Source: an optimization exercise on an open RTL-to-GDS flow (aim: small area, a short achievable clock period and few clock cycles). Production flows keep margins and buffers that such runs may drop.

the previous run:
==> flow/design.v <==
module MUL_DIV_top (
    input           clk,
    input           rst_n,
    input  [31:0]   data1,
    input  [31:0]   data2,
    input           MUL_DIV_start,
    input  [2:0]    MUL_DIV_ctrl,
    output [31:0]   MUL_DIV_out,
    output          MUL_DIV_done
);
localparam [3:0] S_IDLE = 4'd0, S_MUL = 4'd1, S_TAIL = 4'd2, S_CORR = 4'd3,
                 S_DPREP = 4'd4, S_ZCHK = 4'd5, S_UP = 4'd6, S_DOWN = 4'd7,
                 S_RCOR = 4'd8, S_FIX = 4'd9, S_UPN = 4'd10;
function [2:0] booth;
    input [2:0] b;
    begin
        booth[2] = b[1] ^ b[0];
        booth[1] = (b == 3'b011) | (b == 3'b100);
        booth[0] = b[2] & ~(b[1] & b[0]);
    end
endfunction
reg  [3:0]  state;
reg         done_r;
reg         op_rem;          
reg         osel;            
reg  [5:0]  cnt;             
reg  [1:0]  ph;              
reg         corr;
reg         asgn, qneg;
reg  [34:0] X;
reg  [31:0] Y;
reg  [32:0] M;
reg         one0, two0, neg0, one1, two1, six1, neg1, magy, cin;
localparam W = 37;
wire [W-1:0] Mx   = {{(W-33){M[32]}}, M};
wire [W-1:0] mag0 = (one0 ? Mx : {W{1'b0}}) | (two0 ? {Mx[W-2:0], 1'b0} : {W{1'b0}})
                  | (magy ? {{(W-32){1'b0}}, Y} : {W{1'b0}});
wire [W-1:0] mag1 = (one1 ? {Mx[W-3:0], 2'b00} : {W{1'b0}}) | (two1 ? {Mx[W-4:0], 3'b000} : {W{1'b0}})
                  | (six1 ? {Mx[W-7:0], 6'b000000} : {W{1'b0}});
wire [W-1:0] A    = {{(W-35){X[34]}}, X};
wire [W-1:0] B    = mag0 ^ {W{neg0}};
wire [W-1:0] C    = mag1 ^ {W{neg1}};
wire [W-1:0] cs_s = A ^ B ^ C;
wire [W-1:0] cs_c = {(A[W-2:0] & B[W-2:0]) | (A[W-2:0] & C[W-2:0]) | (B[W-2:0] & C[W-2:0]), neg1};
wire [W-1:0] S    = cs_s + cs_c + {{(W-1){1'b0}}, cin};
wire         s_neg = S[W-1];
wire        in_div  = MUL_DIV_ctrl[2];
wire        in_as   = in_div ? ~MUL_DIV_ctrl[0] : (MUL_DIV_ctrl[1:0] != 2'd3);  
wire        in_bs   = in_div ? ~MUL_DIV_ctrl[0] : ~MUL_DIV_ctrl[1];             
wire        in_asgn = data1[31] & in_as;
wire        in_bsgn = data2[31] & in_bs;
wire        in_dz   = (data2 == 32'd0);
wire [31:0] in_ae   = data1 ^ {32{in_asgn}};
wire        in_g1   = ~|in_ae[31:7];
wire        in_g2   = ~|in_ae[31:15];
wire        in_g3   = ~|in_ae[31:23];
wire [2:0]  in_jg   = in_g1 ? 3'd1 : in_g2 ? 3'd2 : in_g3 ? 3'd3 : 3'd4;
reg [3:0] nstate;
reg       ndone;
always @* begin
    nstate = state;
    ndone  = 1'b0;
    case (state)
        S_IDLE:  if (MUL_DIV_start) begin
                     if (!in_div) nstate = S_MUL;
                     else if (in_dz) begin nstate = S_IDLE; ndone = 1'b1; end
                     else nstate = in_asgn ? S_DPREP : S_ZCHK;
                 end
        S_MUL:   if (cnt[2:0] == 3'd1) begin
                     if (ph != 2'd0) nstate = S_TAIL;
                     else if (corr) nstate = S_CORR;
                     else begin nstate = S_IDLE; ndone = 1'b1; end
                 end
        S_TAIL:  if (ph == 2'd1) begin nstate = S_IDLE; ndone = 1'b1; end
        S_CORR:  begin nstate = S_IDLE; ndone = 1'b1; end
        S_DPREP: nstate = S_ZCHK;
        S_ZCHK:  if (s_neg) begin nstate = S_IDLE; ndone = 1'b1; end    
                 else nstate = S_UP;
        S_UP, S_UPN: nstate = s_neg ? S_DOWN : S_UPN;
        S_DOWN:  if (cnt == 6'd0) begin
                     if (op_rem) nstate = S_RCOR;
                     else if (qneg) nstate = S_FIX;
                     else begin nstate = S_IDLE; ndone = 1'b1; end
                 end
        S_RCOR:  if (asgn) nstate = S_FIX;
                 else begin nstate = S_IDLE; ndone = 1'b1; end
        S_FIX:   begin nstate = S_IDLE; ndone = 1'b1; end
        default: nstate = S_IDLE;
    endcase
end
always @(posedge clk or negedge rst_n) begin
    if (!rst_n) begin
        state  <= S_IDLE;
        done_r <= 1'b0;
    end else begin
        state  <= nstate;
        done_r <= ndone;
    end
end
wire [2:0] bd0_in  = booth({data1[1:0], 1'b0});
wire [2:0] bd1_in  = booth(data1[3:1]);
wire [2:0] bd0_y   = booth(Y[5:3]);
wire [2:0] bd1_y   = booth(Y[7:5]);
wire       msgn    = M[32];
localparam [8:0] C_ZERO  = 9'b000_0000_00;
localparam [8:0] C_CORR  = 9'b100_0000_00;     
localparam [8:0] C_NEGY  = 9'b001_0000_11;     
localparam [8:0] C_DEC   = 9'b001_0000_00;     
reg  [8:0] nctl;    
wire [8:0] c_m1  = {2'b10, ~msgn, 4'b0000, 1'b0, ~msgn};   
wire [8:0] c_m2  = {2'b01, ~msgn, 4'b0000, 1'b0, ~msgn};   
wire [8:0] c_m4  = {3'b000, 3'b100, ~msgn, 2'b00};         
wire [8:0] c_m8  = {3'b000, 3'b010, ~msgn, 2'b00};         
wire [8:0] c_m64 = {3'b000, 3'b001, ~msgn, 2'b00};         
reg        flip;    
always @* begin
    nctl = C_ZERO;
    flip = 1'b0;
    case (state)
        S_IDLE:  if (!in_div) nctl = {bd0_in, bd1_in[2:1], 1'b0, bd1_in[0], 1'b0, bd0_in[0]};
                 else if (in_asgn) nctl = C_NEGY;
                 else nctl = {2'b10, ~in_bsgn, 4'b0000, 1'b0, ~in_bsgn};
        S_MUL:   if (cnt[2:0] != 3'd1) nctl = {bd0_y, bd1_y[2:1], 1'b0, bd1_y[0], 1'b0, bd0_y[0]};
                 else if (corr && ph == 2'd0) nctl = C_CORR;
        S_DPREP: nctl = c_m1;
        S_ZCHK:  nctl = c_m8;
        S_UP, S_UPN: nctl = s_neg ? c_m4 : c_m64;
        S_DOWN:  begin
                     if (cnt != 6'd0) nctl = (ph == 2'd0) ? c_m2 : c_m1;
                     else if (op_rem) nctl = c_m1;
                     else nctl = C_NEGY;
                     flip = (cnt != 6'd0 || op_rem) & s_neg;
                 end
        S_RCOR:  nctl = C_DEC;
        default: nctl = C_ZERO;
    endcase
end
always @(posedge clk) {one0, two0, neg0, one1, two1, six1, neg1, magy, cin} <= nctl ^ {2'b00, flip, 3'b000, flip, 1'b0, flip};
always @(posedge clk) begin
    case (state)
        S_IDLE: if (MUL_DIV_start) begin
            op_rem <= MUL_DIV_ctrl[2] & MUL_DIV_ctrl[1];
            X      <= (in_div & ~in_asgn) ? {3'b000, data1} : 35'd0;
            Y      <= data1 | {32{in_div & ~MUL_DIV_ctrl[1] & in_dz}};   
            M      <= {in_bsgn, data2};
            osel   <= ~in_div & (MUL_DIV_ctrl[1:0] != 2'd0);
            cnt    <= in_div ? 6'd2 : {2'b00, in_jg, 1'b0};
            ph     <= 3'd4 - in_jg;
            corr   <= data1[31] & ~in_as;
            asgn   <= in_asgn;
            qneg   <= in_asgn ^ in_bsgn;
        end
        S_MUL: begin
            X   <= {{2{S[W-1]}}, S[W-1:4]};
            Y   <= {S[3:0], Y[31:4]};
            cnt <= cnt - 6'd1;
        end
        S_TAIL: begin
            X    <= {{8{X[34]}}, X[34:8]};
            Y    <= {X[7:0], Y[31:8]};
            ph   <= ph - 2'd1;
        end
        S_CORR: X <= S[34:0];
        S_DPREP: X <= {3'b000, S[31:0]};                   
        S_ZCHK: begin
            if (!op_rem) Y <= 32'd0;                       
            osel <= op_rem & ~s_neg & ~asgn;
        end
        S_UP:  ph <= 2'd0;
        S_UPN: begin
            M    <= {M[29:0], 3'b000};
            cnt  <= cnt + 6'd3;
            ph   <= 2'd0;
        end
        S_DOWN: begin
            X    <= (cnt == 6'd0 && !op_rem) ? 35'd0 : S[34:0];
            Y    <= {Y[30:0], ~s_neg};
            if (ph == 2'd2 && cnt != 6'd0) M <= {M[32], M[32:1]};
            if (ph != 2'd2) ph <= ph + 2'd1;
            cnt  <= cnt - 6'd1;
        end
        S_RCOR: if (X[34]) X <= S[34:0];
        S_FIX: begin
            Y    <= op_rem ? ~S[31:0] : S[31:0];
            osel <= 1'b0;
        end
        default: ;
    endcase
end
assign MUL_DIV_out  = osel ? X[31:0] : Y;
assign MUL_DIV_done = done_r;
endmodule
clock: 9.0 ns
lec_check: 0
cap_margin: 20
core_margin: 2
core_utilization: 40
setup_slack_margin: 4
slew_margin: 20
run.sh (not shown) runs the stock make flow with config.mk's settings and CLKGATE_MAP_FILE= SYNTH_SCRIPT=/design/flow/synth_recipe.tcl, a recipe that flattens the netlist after the stock synthesis.
Input-level comparison between the current run and the previous run:
--- a/flow/design.v
+++ b/flow/design.v
@@ -7,9 +7,9 @@
     input  [2:0]    MUL_DIV_ctrl,
     output [31:0]   MUL_DIV_out,
     output          MUL_DIV_done
 );
-localparam [3:0] S_IDLE = 4'd0, S_MUL = 4'd1, S_TAIL = 4'd2, S_CORR = 4'd3,
+localparam [3:0] S_IDLE = 4'd0, S_MUL = 4'd1, S_CORR = 4'd3,
                  S_DPREP = 4'd4, S_ZCHK = 4'd5, S_UP = 4'd6, S_DOWN = 4'd7,
                  S_RCOR = 4'd8, S_FIX = 4'd9, S_UPN = 4'd10;
 function [2:0] booth;
     input [2:0] b;
@@ -49,13 +49,8 @@
 wire        in_bs   = in_div ? ~MUL_DIV_ctrl[0] : ~MUL_DIV_ctrl[1];             
 wire        in_asgn = data1[31] & in_as;
 wire        in_bsgn = data2[31] & in_bs;
 wire        in_dz   = (data2 == 32'd0);
-wire [31:0] in_ae   = data1 ^ {32{in_asgn}};
-wire        in_g1   = ~|in_ae[31:7];
-wire        in_g2   = ~|in_ae[31:15];
-wire        in_g3   = ~|in_ae[31:23];
-wire [2:0]  in_jg   = in_g1 ? 3'd1 : in_g2 ? 3'd2 : in_g3 ? 3'd3 : 3'd4;
 reg [3:0] nstate;
 reg       ndone;
 always @* begin
     nstate = state;
@@ -66,13 +61,11 @@
                      else if (in_dz) begin nstate = S_IDLE; ndone = 1'b1; end
                      else nstate = in_asgn ? S_DPREP : S_ZCHK;
                  end
         S_MUL:   if (cnt[2:0] == 3'd1) begin
-                     if (ph != 2'd0) nstate = S_TAIL;
-                     else if (corr) nstate = S_CORR;
+                     if (corr) nstate = S_CORR;
                      else begin nstate = S_IDLE; ndone = 1'b1; end
                  end
-        S_TAIL:  if (ph == 2'd1) begin nstate = S_IDLE; ndone = 1'b1; end
         S_CORR:  begin nstate = S_IDLE; ndone = 1'b1; end
         S_DPREP: nstate = S_ZCHK;
         S_ZCHK:  if (s_neg) begin nstate = S_IDLE; ndone = 1'b1; end    
                  else nstate = S_UP;
@@ -120,9 +113,9 @@
         S_IDLE:  if (!in_div) nctl = {bd0_in, bd1_in[2:1], 1'b0, bd1_in[0], 1'b0, bd0_in[0]};
                  else if (in_asgn) nctl = C_NEGY;
                  else nctl = {2'b10, ~in_bsgn, 4'b0000, 1'b0, ~in_bsgn};
         S_MUL:   if (cnt[2:0] != 3'd1) nctl = {bd0_y, bd1_y[2:1], 1'b0, bd1_y[0], 1'b0, bd0_y[0]};
-                 else if (corr && ph == 2'd0) nctl = C_CORR;
+                 else if (corr) nctl = C_CORR;
         S_DPREP: nctl = c_m1;
         S_ZCHK:  nctl = c_m8;
         S_UP, S_UPN: nctl = s_neg ? c_m4 : c_m64;
         S_DOWN:  begin
@@ -143,23 +136,17 @@
             X      <= (in_div & ~in_asgn) ? {3'b000, data1} : 35'd0;
             Y      <= data1 | {32{in_div & ~MUL_DIV_ctrl[1] & in_dz}};   
             M      <= {in_bsgn, data2};
             osel   <= ~in_div & (MUL_DIV_ctrl[1:0] != 2'd0);
-            cnt    <= in_div ? 6'd2 : {2'b00, in_jg, 1'b0};
-            ph     <= 3'd4 - in_jg;
+            cnt    <= in_div ? 6'd2 : 6'd8;
             corr   <= data1[31] & ~in_as;
             asgn   <= in_asgn;
             qneg   <= in_asgn ^ in_bsgn;
         end
         S_MUL: begin
             X   <= {{2{S[W-1]}}, S[W-1:4]};
             Y   <= {S[3:0], Y[31:4]};
             cnt <= cnt - 6'd1;
-        end
-        S_TAIL: begin
-            X    <= {{8{X[34]}}, X[34:8]};
-            Y    <= {X[7:0], Y[31:8]};
-            ph   <= ph - 2'd1;
         end
         S_CORR: X <= S[34:0];
         S_DPREP: X <= {3'b000, S[31:0]};                   
         S_ZCHK: begin
Results
Final instance area ends up higher on the previous run.
On non-clock buffer count, the lower figure sits with the current run, not the previous run.
Taking the previous run as the reference point, the portion of netlist area occupied by mux cells of the current run rises by 0.42 points.
When the final numbers for the current run and the previous run were put side by side, the worst setup slack before clock tree synthesis turned out to be greater in the previous run.
On fraction of the cycle the final worst path needs: between the current run and the previous run, it ends up higher for the current run.
[the current run vs the previous run] synthesized area divided by synthesized cell count: higher in the current run
Summary — worst setup slack, the current run relative to the previous run: lower, by 0.051 ns.
As far as number of antenna violations at the first check in global routing goes, the previous run and the current run are indistinguishable; the numbers are identical.
Comparing the current run and the previous run, the lower clock-buffer cell count is on the previous run.
Post-synthesis to final-layout area growth, the current run and the previous run, lower one = the previous run.
Critical path depth in the current run vs the previous run: up 2
Function was not checked in any run of this note: the RTL went through the layout flow alone.

==> separate check: timing with driven ports <==
No port has a modelled driver above. Below, the same layouts with a new extraction and two added sets of constraints.
Step 1 assumes that a clkbuf_16 drives the clock port and a buf_2 every other input.
Step 2, shift: input delay + t, output delay - t, t = (earliest + latest rising clock arrival at the registers) / 2. This alone moves slack from input paths to output paths.
a / b / c = ideal / step 1 / step 2; a / b = the first two.
| run | shift t [ns] | setup slack, ns | hold WS [ns] | worst setup path after step 2 | worst slew at a driven data input, ns |
|---|---|---|---|---|---|
| the previous run | 0.492 | 4.235 / 4.235 / 4.041 | 0.634 / 0.634 / 0.634 | input to register | 0.05 |
| the current run | 0.479 | 4.184 / 4.184 / 4.184 | 0.562 / 0.562 / 0.562 | register to register | 0.04 |
After both steps every run listed still meets setup and hold. For the previous run, which loses most, drivers alone change the setup slack by 0.000 ns; drivers and shift together by -0.194 ns.
